This is an optimization exercise on Yosys and OpenROAD, whose aim is small area, a short achievable clock period and few clock cycles per item, not a production implementation.

==> v13: inputs <==
## filter
module filter
	#(parameter DWIDTH = 16)
	(input clk,
		input rst,
		output req_in,
		input ack_in,
		input [0:DWIDTH-1] data_in,
		output req_out,
		input ack_out,
		output [0:DWIDTH-1] data_out);
clock: 11.0 ns
lec_check: 0
abc_area: 1
cap_margin: 20
core_margin: 2
core_utilization: 40
slew_margin: 20
synth_hierarchical: 1
synth_memory_max_bits: 16384
synth_minimum_keep_size: 0
standard.sh (not shown) runs the stock make flow with config.mk's settings and CLKGATE_MAP_FILE= SYNTH_SCRIPT=/design/flow/synth_recipe.tcl, a recipe that flattens the netlist after the stock synthesis.
==> flow/flow/run.sh <==
#!/bin/bash
# The standard layout (standard.sh: the standard flow's synthesis and ORFS flow with the
# settings of config.mk), with repair_timing asked for more setup slack than
# config.mk's SETUP_SLACK_MARGIN may ask for. The make output goes to
# standard_flow.log; ORFS's own logs stay under orfs/logs.
set -euo pipefail
MARGIN=$(cat flow/margin)
bash standard.sh SETUP_SLACK_MARGIN=$MARGIN finish > standard_flow.log 2>&1
==> flow/flow/margin <==
7
==> v20: changes against v13 <==
--- a/flow/design.v
+++ b/flow/design.v
@@ -352,41 +352,43 @@
 			for (k = 0; k < 8; k = k + 1) begin
 				booth[3*k] = b[2*k+1] ^ b[2*k];
 				booth[3*k+1] = (b[2*k+2] & ~b[2*k+1] & ~b[2*k]) | (~b[2*k+2] & b[2*k+1] & b[2*k]);
 				booth[3*k+2] = b[2*k+2];
 			end
 		end
 	endfunction
 	reg ph;                  
-	reg first;               
+	reg vr, vt, vd;          
 	reg [7:0] l;             
+	reg pend;                
 	reg [7:0] a1_n, a2_n;    
 	reg rst_r;               
-	reg sht;                 
 	reg [21-1:0] e1;
 	reg [24-1:0] e2;
 	reg [15:0] r0, r1, r2, r3;
 	reg [30:0] cs0, cs1;
 	reg [20:11] cs2;       
 	reg [30:0] acc;
 	reg [15:0] din;          
 	reg dv;                  
 	reg rqi, rqo;            
 	reg rqi_n, rqo_n;        
-	reg occ;                 
-	reg [15:0] out;
+	reg [15:0] q0, q1, q2;   
+	reg [1:0] cnt;           
 	assign req_in = rqi;
 	assign req_out = rqo;
-	assign data_out = out;
-	wire en = ~(ph ? (occ & ~first) : (sht & ~dv));
-	wire load = en & ph & ~first;
-	wire shift = en & ~ph & sht;
+	assign data_out = q0;
+	wire take = ~rqi_n & ack_in;
+	wire go = ({1'b0, cnt} + vd + vt <= 3'd2) & (~pend | dv | take);
+	wire shift = ~ph & vr & pend;
+	wire push = ph & vd;
+	wire pop = ~rqo_n & ack_out;
 	wire [7:0] l_next = (l < 8'd13) ? l + 8'd147 : l - 8'd13;
-	wire [7:0] a_next = ph ? l_next : 8'd160 - l;
+	wire [7:0] a_next = ph ? l : 8'd160 - l;
 	wire [13:0] c1 = rom1(~a1_n);
 	wire [23:0] e1n = booth({c1[13], c1[13], c1});
 	wire [23:0] e2n = booth(rom2(~a2_n));
 	wire [15:0] xa = r0;
 	wire [15:0] xb = r1;
 	wire [30:0] t0, t1;
 	wire [20:11] t2;
 	wire [30:0] ag;
@@ -1165,91 +1167,110 @@
 	filter_fa u_b26 (.a(ag[26]), .b(as[26]), .ci(ac[26]), .s(bs[26]), .co(bc[27]));
 	filter_fa u_b27 (.a(ag[27]), .b(as[27]), .ci(ac[27]), .s(bs[27]), .co(bc[28]));
 	filter_fa u_b28 (.a(ag[28]), .b(as[28]), .ci(ac[28]), .s(bs[28]), .co(bc[29]));
 	filter_fa u_b29 (.a(ag[29]), .b(as[29]), .ci(ac[29]), .s(bs[29]), .co(bc[30]));
 	assign bs[30] = ag[30] ^ as[30] ^ ac[30];
 	assign bc[0] = 1'b0;
 	assign ag = ph ? acc : 31'h2aac0000;
 	wire [30:0] sum = bs + bc;
+	wire [15:0] y = sum[30:15];
 	wire rqi_next = ~rqi_n ? ~ack_in : (~ack_in & (~dv | shift));
-	wire occ_next = load | (occ & ~(~rqo_n & ack_out));
-	wire rqo_next = ~rqo_n ? ~ack_out : (~ack_out & (occ | load));
+	wire rqo_next = ~rqo_n ? ~ack_out : (~ack_out & ((cnt != 2'd0) | push));
 	always @(posedge clk) begin
-		if (en) begin
-			e1 <= e1n[21-1:0];
-			e2 <= e2n;
-			cs0 <= t0;
-			cs1 <= t1;
-			cs2 <= t2;
-		end
+		e1 <= e1n[21-1:0];
+		e2 <= e2n;
+		cs0 <= t0;
+		cs1 <= t1;
+		cs2 <= t2;
 		if (~ph)
 			acc <= sum;
 		if (~rqi_n)
 			din <= data_in;
+		a1_n <= ~a_next;
+		a2_n <= ~a_next;
 		rst_r <= rst;
 		if (rst_r) begin
 			r0 <= 16'd0;
 			r1 <= 16'd0;
 			r2 <= 16'd0;
 			r3 <= 16'd0;
-			out <= 16'd0;
-		end else begin
-			if (en) begin
-				if (ph) begin
-					r0 <= r3;
-					r1 <= r2;
-					r2 <= r0;
-					r3 <= r1;
-				end else if (sht) begin
-					r0 <= din;
-					r1 <= r2;
-					r2 <= r3;
-					r3 <= r1;
-				end else begin
-					r0 <= r2;
-					r1 <= r3;
-					r2 <= r1;
-					r3 <= r0;
-				end
+		end else if (ph) begin
+			if (vt) begin
+				r0 <= r3;
+				r1 <= r2;
+				r2 <= r0;
+				r3 <= r1;
 			end
-			if (load)
-				out <= sum[30:15];
+		end else if (vt) begin
+			if (shift) begin
+				r0 <= din;
+				r1 <= r2;
+				r2 <= r3;
+				r3 <= r1;
+			end else begin
+				r0 <= r2;
+				r1 <= r3;
+				r2 <= r1;
+				r3 <= r0;
+			end
+		end else if (shift) begin
+			r0 <= din;
+			r1 <= r0;
+			r2 <= r1;
+			r3 <= r2;
+		end
+		if (pop) begin
+			q0 <= (cnt[1] | ~push) ? q1 : y;
+			q1 <= (cnt == 2'd3 | ~push) ? q2 : y;
+			if (cnt == 2'd3)
+				q2 <= y;
+		end else if (push) begin
+			if (cnt == 2'd0)
+				q0 <= y;
+			if (cnt == 2'd1)
+				q1 <= y;
+			if (cnt == 2'd2)
+				q2 <= y;
 		end
 		if (rst) begin
 			ph <= 1'b0;
-			first <= 1'b1;
+			vr <= 1'b1;
+			vt <= 1'b0;
+			vd <= 1'b0;
 			l <= 8'd0;
+			pend <= 1'b0;
 			a1_n <= 8'hff;
 			a2_n <= 8'hff;
-			sht <= 1'b0;
 			dv <= 1'b0;
 			rqi <= 1'b0;
 			rqi_n <= 1'b1;
 			rqo <= 1'b0;
 			rqo_n <= 1'b1;
-			occ <= 1'b1;
+			q0 <= 16'd0;
+			cnt <= 2'd1;
 		end else begin
-			if (en) begin
-				ph <= ~ph;
-				a1_n <= ~a_next;
-				a2_n <= ~a_next;
-				if (ph) begin
-					first <= 1'b0;
-					sht <= (l >= 8'd13);
+			ph <= ~ph;
+			if (ph) begin
+				vr <= go;
+				vd <= vt;
+			end else begin
+				vt <= vr;
+				if (vr) begin
 					l <= l_next;
+					pend <= (l >= 8'd13);
 				end
 			end
-			if (~rqi_n & ack_in)
+			if (take)
 				dv <= 1'b1;
 			else if (shift)
 				dv <= 1'b0;
 			rqi <= rqi_next;
 			rqi_n <= ~rqi_next;
-			occ <= occ_next;
+			cnt <= cnt + push - pop;
 			rqo <= rqo_next;
 			rqo_n <= ~rqo_next;
 		end
 	end
 endmodule
 module filter_fa(input a, input b, input ci, output s, output co);
 	assign s = a ^ b ^ ci;
 	assign co = (a & b) | (a & ci) | (b & ci);
==> flow/flow/margin (replaced) <==
7.5
==> v9: changes against v13 <==
--- a/flow/design.v
+++ b/flow/design.v
@@ -352,41 +352,43 @@
 			for (k = 0; k < 8; k = k + 1) begin
 				booth[3*k] = b[2*k+1] ^ b[2*k];
 				booth[3*k+1] = (b[2*k+2] & ~b[2*k+1] & ~b[2*k]) | (~b[2*k+2] & b[2*k+1] & b[2*k]);
 				booth[3*k+2] = b[2*k+2];
 			end
 		end
 	endfunction
 	reg ph;                  
-	reg first;               
+	reg vr, vt, vd;          
 	reg [7:0] l;             
+	reg pend;                
 	reg [7:0] a1_n, a2_n;    
 	reg rst_r;               
-	reg sht;                 
 	reg [21-1:0] e1;
 	reg [24-1:0] e2;
 	reg [15:0] r0, r1, r2, r3;
 	reg [30:0] cs0, cs1;
 	reg [20:11] cs2;       
 	reg [30:0] acc;
 	reg [15:0] din;          
 	reg dv;                  
 	reg rqi, rqo;            
 	reg rqi_n, rqo_n;        
-	reg occ;                 
-	reg [15:0] out;
+	reg [15:0] q0, q1, q2;   
+	reg [1:0] cnt;           
 	assign req_in = rqi;
 	assign req_out = rqo;
-	assign data_out = out;
-	wire en = ~(ph ? (occ & ~first) : (sht & ~dv));
-	wire load = en & ph & ~first;
-	wire shift = en & ~ph & sht;
+	assign data_out = q0;
+	wire take = ~rqi_n & ack_in;
+	wire go = ({1'b0, cnt} + vd + vt <= 3'd2) & (~pend | dv | take);
+	wire shift = ~ph & vr & pend;
+	wire push = ph & vd;
+	wire pop = ~rqo_n & ack_out;
 	wire [7:0] l_next = (l < 8'd13) ? l + 8'd147 : l - 8'd13;
-	wire [7:0] a_next = ph ? l_next : 8'd160 - l;
+	wire [7:0] a_next = ph ? l : 8'd160 - l;
 	wire [13:0] c1 = rom1(~a1_n);
 	wire [23:0] e1n = booth({c1[13], c1[13], c1});
 	wire [23:0] e2n = booth(rom2(~a2_n));
 	wire [15:0] xa = r0;
 	wire [15:0] xb = r1;
 	wire [30:0] t0, t1;
 	wire [20:11] t2;
 	wire [30:0] ag;
@@ -1165,91 +1167,110 @@
 	filter_fa u_b26 (.a(ag[26]), .b(as[26]), .ci(ac[26]), .s(bs[26]), .co(bc[27]));
 	filter_fa u_b27 (.a(ag[27]), .b(as[27]), .ci(ac[27]), .s(bs[27]), .co(bc[28]));
 	filter_fa u_b28 (.a(ag[28]), .b(as[28]), .ci(ac[28]), .s(bs[28]), .co(bc[29]));
 	filter_fa u_b29 (.a(ag[29]), .b(as[29]), .ci(ac[29]), .s(bs[29]), .co(bc[30]));
 	assign bs[30] = ag[30] ^ as[30] ^ ac[30];
 	assign bc[0] = 1'b0;
 	assign ag = ph ? acc : 31'h2aac0000;
 	wire [30:0] sum = bs + bc;
+	wire [15:0] y = sum[30:15];
 	wire rqi_next = ~rqi_n ? ~ack_in : (~ack_in & (~dv | shift));
-	wire occ_next = load | (occ & ~(~rqo_n & ack_out));
-	wire rqo_next = ~rqo_n ? ~ack_out : (~ack_out & (occ | load));
+	wire rqo_next = ~rqo_n ? ~ack_out : (~ack_out & ((cnt != 2'd0) | push));
 	always @(posedge clk) begin
-		if (en) begin
-			e1 <= e1n[21-1:0];
-			e2 <= e2n;
-			cs0 <= t0;
-			cs1 <= t1;
-			cs2 <= t2;
-		end
+		e1 <= e1n[21-1:0];
+		e2 <= e2n;
+		cs0 <= t0;
+		cs1 <= t1;
+		cs2 <= t2;
 		if (~ph)
 			acc <= sum;
 		if (~rqi_n)
 			din <= data_in;
+		a1_n <= ~a_next;
+		a2_n <= ~a_next;
 		rst_r <= rst;
 		if (rst_r) begin
 			r0 <= 16'd0;
 			r1 <= 16'd0;
 			r2 <= 16'd0;
 			r3 <= 16'd0;
-			out <= 16'd0;
-		end else begin
-			if (en) begin
-				if (ph) begin
-					r0 <= r3;
-					r1 <= r2;
-					r2 <= r0;
-					r3 <= r1;
-				end else if (sht) begin
-					r0 <= din;
-					r1 <= r2;
-					r2 <= r3;
-					r3 <= r1;
-				end else begin
-					r0 <= r2;
-					r1 <= r3;
-					r2 <= r1;
-					r3 <= r0;
-				end
+		end else if (ph) begin
+			if (vt) begin
+				r0 <= r3;
+				r1 <= r2;
+				r2 <= r0;
+				r3 <= r1;
 			end
-			if (load)
-				out <= sum[30:15];
+		end else if (vt) begin
+			if (shift) begin
+				r0 <= din;
+				r1 <= r2;
+				r2 <= r3;
+				r3 <= r1;
+			end else begin
+				r0 <= r2;
+				r1 <= r3;
+				r2 <= r1;
+				r3 <= r0;
+			end
+		end else if (shift) begin
+			r0 <= din;
+			r1 <= r0;
+			r2 <= r1;
+			r3 <= r2;
+		end
+		if (pop) begin
+			q0 <= (cnt[1] | ~push) ? q1 : y;
+			q1 <= (cnt == 2'd3 | ~push) ? q2 : y;
+			if (cnt == 2'd3)
+				q2 <= y;
+		end else if (push) begin
+			if (cnt == 2'd0)
+				q0 <= y;
+			if (cnt == 2'd1)
+				q1 <= y;
+			if (cnt == 2'd2)
+				q2 <= y;
 		end
 		if (rst) begin
 			ph <= 1'b0;
-			first <= 1'b1;
+			vr <= 1'b1;
+			vt <= 1'b0;
+			vd <= 1'b0;
 			l <= 8'd0;
+			pend <= 1'b0;
 			a1_n <= 8'hff;
 			a2_n <= 8'hff;
-			sht <= 1'b0;
 			dv <= 1'b0;
 			rqi <= 1'b0;
 			rqi_n <= 1'b1;
 			rqo <= 1'b0;
 			rqo_n <= 1'b1;
-			occ <= 1'b1;
+			q0 <= 16'd0;
+			cnt <= 2'd1;
 		end else begin
-			if (en) begin
-				ph <= ~ph;
-				a1_n <= ~a_next;
-				a2_n <= ~a_next;
-				if (ph) begin
-					first <= 1'b0;
-					sht <= (l >= 8'd13);
+			ph <= ~ph;
+			if (ph) begin
+				vr <= go;
+				vd <= vt;
+			end else begin
+				vt <= vr;
+				if (vr) begin
 					l <= l_next;
+					pend <= (l >= 8'd13);
 				end
 			end
-			if (~rqi_n & ack_in)
+			if (take)
 				dv <= 1'b1;
 			else if (shift)
 				dv <= 1'b0;
 			rqi <= rqi_next;
 			rqi_n <= ~rqi_next;
-			occ <= occ_next;
+			cnt <= cnt + push - pop;
 			rqo <= rqo_next;
 			rqo_n <= ~rqo_next;
 		end
 	end
 endmodule
 module filter_fa(input a, input b, input ci, output s, output co);
 	assign s = a ^ b ^ ci;
 	assign co = (a & b) | (a & ci) | (b & ci);
==> flow/flow/margin (replaced) <==
8
==> comparison table <==
item	v9	v13	v20
Outcome	complete, no violations	complete, no violations	complete, no violations
Core region area	0.06598 sq mm	0.06446 sq mm	0.06598 sq mm
GRT Resource Usage Total	29.10%	29.12%	28.86%
Multi-input combinational cell area	0.02062 sq mm	0.01724 sq mm	0.01846 sq mm
Number of well-tap cells placed	864	855	864
Data arrival time at the worst-slack endpoint	3970 ps	4330 ps	4090 ps
Initial DRC Count	3043	2976	3167
Layout sequential cell count	303	268	303
Height of the die	262.5 microns	259.2 microns	262.5 microns
Met3 routed wirelength	11390 microns	8644 microns	10510 microns
Ratio of cells with drive above 1 in the final layout	28.00%	9.414%	17.36%
Multiplexer fraction of the synthesized cell area	0.08424%	0%	0.08424%
Minimum setup slack after placement	6790 ps	6859 ps	6423 ps
Signal buf overhead	6.449%	5.855%	7.502%
Per-instance average area after synthesis	7.891 sq um	8.036 sq um	7.891 sq um
No run of this note included a check of the RTL's function; only the layout flow was run.

## port drivers added, routing unchanged
Ports are ideal in the flow. The routed layouts listed here were re-timed in OpenROAD. Step 1, drivers: a clkbuf_16 drives clk and a buf_2 each remaining input, both assumed. Step 2 also shifts input and output timing later by t, the mid clock arrival at the registers, as if the neighbouring blocks saw the same clock. a / b / c = ideal ports / drivers / drivers and shift; a / b = the first two.
run | shift t [ns] | slack for setup (ns) | slew at the worst register clock pin (ns)
v13 | 0.641 | 6.974 / 6.974 / 6.974 | 0.07 / 0.07
v20 | 0.613 | 7.361 / 7.361 / 7.184 | 0.07 / 0.07
v9 | 0.599 | 7.519 / 7.519 / 7.398 | 0.06 / 0.06
After both steps every run listed still meets setup and hold. For v20, which loses most, drivers alone change the setup slack by 0.000 ns; drivers and shift together by -0.177 ns.
